Source: an optimization exercise on an open RTL-to-GDS flow (aim: small area and a short achievable clock period). Production flows keep margins and buffers that such runs may drop.
In this exercise RTL edits were held to simulation tests only and were not proved equivalent to the original.
No driver is modelled on the clock port, so clocking that relies on it looks cheaper here than on a real chip.
No activity file was given, so power comes from the tool's default toggle rates.

willow:
## PISO_SRAM
module PISO_SRAM#(
    parameter width = 32,
    parameter depth = 64,
    parameter ptr_w = 6
)
(
    clk, rstn,
    rd_en, wrt_en,
    data_in,
    data_out,
    full, empty,
    out_valid,
    read_ready
);
Settings: LEC_CHECK=0, CAP_MARGIN=20, CORE_MARGIN=2, CORE_UTILIZATION=50, CTS_CLUSTER_DIAMETER=100, CTS_CLUSTER_SIZE=25, PLACE_DENSITY=0.6, SETUP_SLACK_MARGIN=2.85, SLEW_MARGIN=20; clock period 5.0 ns.
standard.sh (not shown) runs the stock make flow with config.mk's settings and CLKGATE_MAP_FILE= SYNTH_SCRIPT=/design/flow/synth_recipe.tcl, a recipe that flattens the netlist after the stock synthesis.
==> flow/flow/run.sh <==
#!/bin/bash
# The standard layout (standard.sh, unchanged synthesis), with two changes:
# the port buffers that buffer_ports inserts are plain buf_4 cells instead of
# the delay cells it picks by default, and after CTS the setup repair is run
# again (flow/post_cts.tcl, through ORFS's POST_CTS_TCL hook). Each tool's
# full output stays in orfs/logs; make's own output goes to standard.log here.
set -euo pipefail
here=$(pwd)
export BUFFER_PORTS_ARGS="-buffer_cell sky130_fd_sc_hd__buf_4"
export POST_CTS_TCL="$here/flow/post_cts.tcl"
bash standard.sh > standard.log 2>&1
==> flow/flow/post_cts.tcl <==
# Sourced by ORFS's cts.tcl (POST_CTS_TCL) after its own setup repair: the
# repair often stops early, so run it again from where it stopped, then
# legalize the placement as cts.tcl does.
log_cmd estimate_parasitics -placement
for {set pass 0} {$pass < 2} {incr pass} {
  repair_timing_helper
  log_cmd estimate_parasitics -placement
}
set result [catch { detailed_placement } msg]
if { $result != 0 } {
  error "Detailed placement failed after the extra repair: $msg"
}
check_placement -verbose
report_worst_slack
report_design_area
Inputs modified between willow and indigo:
- PLACE_DENSITY changed from 0.6 to 0.7
- SETUP_SLACK_MARGIN changed from 2.85 to 2.75
### Flow results
Compared with willow, in indigo share of cell area taken by multi-input logic gates held steady; reported combinational group power fell about 1%; routed wire length -5.3%; global-route met3 utilization has increased.
Compared with willow, indigo shows a lower wire length on met2.
The die width of willow and that of indigo are within noise of each other.
indigo: share of power burned in the clock network lower than willow
Input changes introduced in garnet (baseline for comparison: indigo):
- a change of PLACE_DENSITY from 0.7 to 0.6
==> summary.txt <==
As far as arrival time at the worst endpoint is concerned, garnet and indigo perform about the same. Re number of unique standard cell types used by synthesis: no difference whatsoever between garnet and indigo. [garnet] power attributed to combinational cells rose about 0.7% relative to indigo. Against indigo, garnet comes in 2.1 points higher on remaining max-slew budget at the tightest pin. garnet and indigo ended up with roughly the same final cell count.
Setup changes, garnet to quartz
- a change of SETUP_SLACK_MARGIN from 2.75 to 2.65
## What came out
Against garnet, routed via count in quartz fell slightly. Routed length on met3 (quartz over garnet): increase, 0.93%. Global-route usage was lower in quartz than in garnet. The run showing the smaller routed length per instance is quartz. quartz -> garnet: synthesis-to-layout area growth flat. Layout buffer count excluding clock buffers ended up 1.6% lower on quartz than on garnet. quartz against garnet: power share of the sequential group comparable, first-iteration DRC count now smaller. Post-detailed-route via-to-cell ratio, quartz and garnet, lower one = quartz. Sequential cell area fraction in the yosys report: quartz vs garnet identical.

Another version of the RTL of PISO_SRAM (not shown whole).
Size in the first run: ~4,300 cells after synthesis, roughly 41 I/O pins, about 82,000 sq um of cells after synthesis.
export LEC_CHECK = 0
export CAP_MARGIN = 20
export CORE_MARGIN = 2
export CORE_UTILIZATION = 50
export CTS_CLUSTER_DIAMETER = 100
export CTS_CLUSTER_SIZE = 28
export PLACE_DENSITY = 0.6
export SETUP_SLACK_MARGIN = 2.75
export SLEW_MARGIN = 20
create_clock -name core_clock -period 5.0 [get_ports {clk}]
Scripts as last shown in full above: flow/flow/run.sh, flow/flow/post_cts.tcl
The baseline ran to the end with no violations.
==> next run, changes <==
- CTS_CLUSTER_SIZE: 28 -> 25
- design area came out higher by 0.38%
- synthesized cell count does not change
- clock power goes up by about 6%
- power grows by 1.7%
- global-route usage hardly moves
- synthesized area is unchanged
- clock-buffer cell count rose by 21
- via count came out higher by 0.62%
- first-iteration DRC count barely changes
- clock skew went down by 0.0076 ns

run 1:
Another version of the RTL of PISO_SRAM (not shown whole).
Size in the first run: ~4200 cells after synthesis, about 41 I/O pins.
Settings: LEC_CHECK=0, CAP_MARGIN=20, CORE_MARGIN=2, CORE_UTILIZATION=50, CTS_CLUSTER_DIAMETER=100, CTS_CLUSTER_SIZE=25, PLACE_DENSITY=0.6, SETUP_SLACK_MARGIN=2.45, SLEW_MARGIN=20; clock period 5.0 ns.
==> flow/flow/run.sh <==
#!/bin/bash
# The standard layout (standard.sh, unchanged synthesis), with the port buffers
# that buffer_ports inserts made plain buf_4 cells instead of the delay cells it
# picks by default. Each tool's full output stays in orfs/logs; make's own
# output goes to standard.log here.
set -euo pipefail
export BUFFER_PORTS_ARGS="-buffer_cell sky130_fd_sc_hd__buf_4"
bash standard.sh > standard.log 2>&1
The following lists how run 2 was set up differently from run 1:
- a change of SETUP_SLACK_MARGIN from 2.45 to 2.65
==> flow/flow/run.sh <==
#!/bin/bash
# The standard layout (standard.sh, unchanged synthesis), with two changes:
# the port buffers that buffer_ports inserts are plain buf_4 cells instead of
# the delay cells it picks by default, and after CTS the setup repair is run
# again (flow/post_cts.tcl, through ORFS's POST_CTS_TCL hook). Each tool's
# full output stays in orfs/logs; make's own output goes to standard.log here.
set -euo pipefail
here=$(pwd)
export BUFFER_PORTS_ARGS="-buffer_cell sky130_fd_sc_hd__buf_4"
export POST_CTS_TCL="$here/flow/post_cts.tcl"
bash standard.sh > standard.log 2>&1
==> flow/flow/post_cts.tcl (new file) <==
# Sourced by ORFS's cts.tcl (POST_CTS_TCL) after its own setup repair: the
# repair often stops early, so run it again from where it stopped, then
# legalize the placement as cts.tcl does.
log_cmd estimate_parasitics -placement
for {set pass 0} {$pass < 2} {incr pass} {
  repair_timing_helper
  log_cmd estimate_parasitics -placement
}
set result [catch { detailed_placement } msg]
if { $result != 0 } {
  error "Detailed placement failed after the extra repair: $msg"
}
check_placement -verbose
report_worst_slack
report_design_area
--- outcome ---
Met2 global-route usage: run 2 vs run 1 up 0.48 points. Run 2 drops more vias than run 1. Summary — area added between synthesis and finish, run 2 relative to run 1: higher, by 0.40 points. The flow for run 2 finished, though final verification flagged antenna rules. Non-clock buffer count, run 1 and run 2: smaller value in run 1. Run 1 -> run 2: switching share of power flat. When the final numbers for run 1 and run 2 were put side by side, the final period demand of the worst path turned out to be greater in run 1. Run 2 vs. run 1: portion of total power attributed to combinational logic increased by 0.2 points relative to the old numbers, final cell area excluding filler cells increased by 330 um^2 relative to the old numbers, routed wire length increased by 1.9% relative to the old numbers. Compared with run 1, run 2 shows a lower portion of the clock cycle consumed by the worst path in the final layout.
#### Input delta (run 3 over run 2)
- a change of SETUP_SLACK_MARGIN from 2.65 to 2.6
==> flow/flow/run.sh <==
#!/bin/bash
# The standard layout (standard.sh, unchanged synthesis), with the port buffers
# that buffer_ports inserts made plain buf_4 cells instead of the delay cells it
# picks by default. Each tool's full output stays in orfs/logs; make's own
# output goes to standard.log here.
set -euo pipefail
export BUFFER_PORTS_ARGS="-buffer_cell sky130_fd_sc_hd__buf_4"
bash standard.sh > standard.log 2>&1
removed: flow/flow/post_cts.tcl
==> comparison <==
- Run 2 → run 3: global-route wire length before repair has decreased; final non-filler cell area has remained practically unchanged; worst setup slack has decreased; register-to-register slack has decreased; share of the core filled with cells has remained practically unchanged.
- Run 3 against run 2: number of routed nets with antenna violations -1; global-route usage closely matched the old numbers.
- Sequential fraction of total cell area essentially unchanged between run 2 and run 3.
- Any difference in ratio of cells with drive above 1 in the final layout between run 2 and run 3 is small enough to ignore.
- Run 3 | status: complete | timing, DRC, antenna: pass

==> static timing again, ports no longer ideal <==
Ports are ideal in the flow. The routed layouts listed here were re-timed in OpenROAD. Step 1, drivers: a clkbuf_16 drives clk and a buf_2 each remaining input, both assumed. Step 2 adds t to the input delays and takes it off the output delays; t is the mean of the earliest and latest rising clock arrival at the registers after step 1. Input paths then give back, and output paths get back, about the clock's delay inside the block. Slacks: no drivers / after step 1 / after step 2; pairs: no drivers / after step 1.
| run | shift t [ns] | setup slack, ns | hold slack, ns | slew at the worst register clock pin (ns) |
|---|---|---|---|---|
| willow | 0.843 | 2.637 / 2.547 / 2.393 | 0.327 / 0.260 / 0.403 | 0.11 / 0.11 |
| indigo | 0.843 | 2.644 / 2.557 / 2.297 | 0.325 / 0.262 / 0.413 | 0.11 / 0.11 |
| garnet | 0.841 | 2.632 / 2.542 / 2.360 | 0.328 / 0.261 / 0.400 | 0.11 / 0.11 |
| quartz | 0.843 | 2.646 / 2.554 / 2.356 | 0.327 / 0.259 / 0.401 | 0.11 / 0.11 |
| the first run of note 2 | 0.826 | 2.561 / 2.475 / 2.377 | 0.338 / 0.278 / 0.407 | 0.11 / 0.11 |
| the second run of note 2 | 0.843 | 2.543 / 2.454 / 2.381 | 0.326 / 0.262 / 0.398 | 0.11 / 0.11 |
| run 1 | 0.825 | 2.500 / 2.485 / 2.183 | 0.345 / 0.286 / 0.415 | 0.11 / 0.11 |
| run 2 | 0.821 | 2.624 / 2.545 / 2.388 | 0.346 / 0.293 / 0.427 | 0.11 / 0.11 |
| run 3 | 0.825 | 2.574 / 2.524 / 2.245 | 0.346 / 0.287 / 0.421 | 0.11 / 0.11 |
For indigo, which loses most, drivers alone change the setup slack by -0.087 ns; drivers and shift together by -0.347 ns.
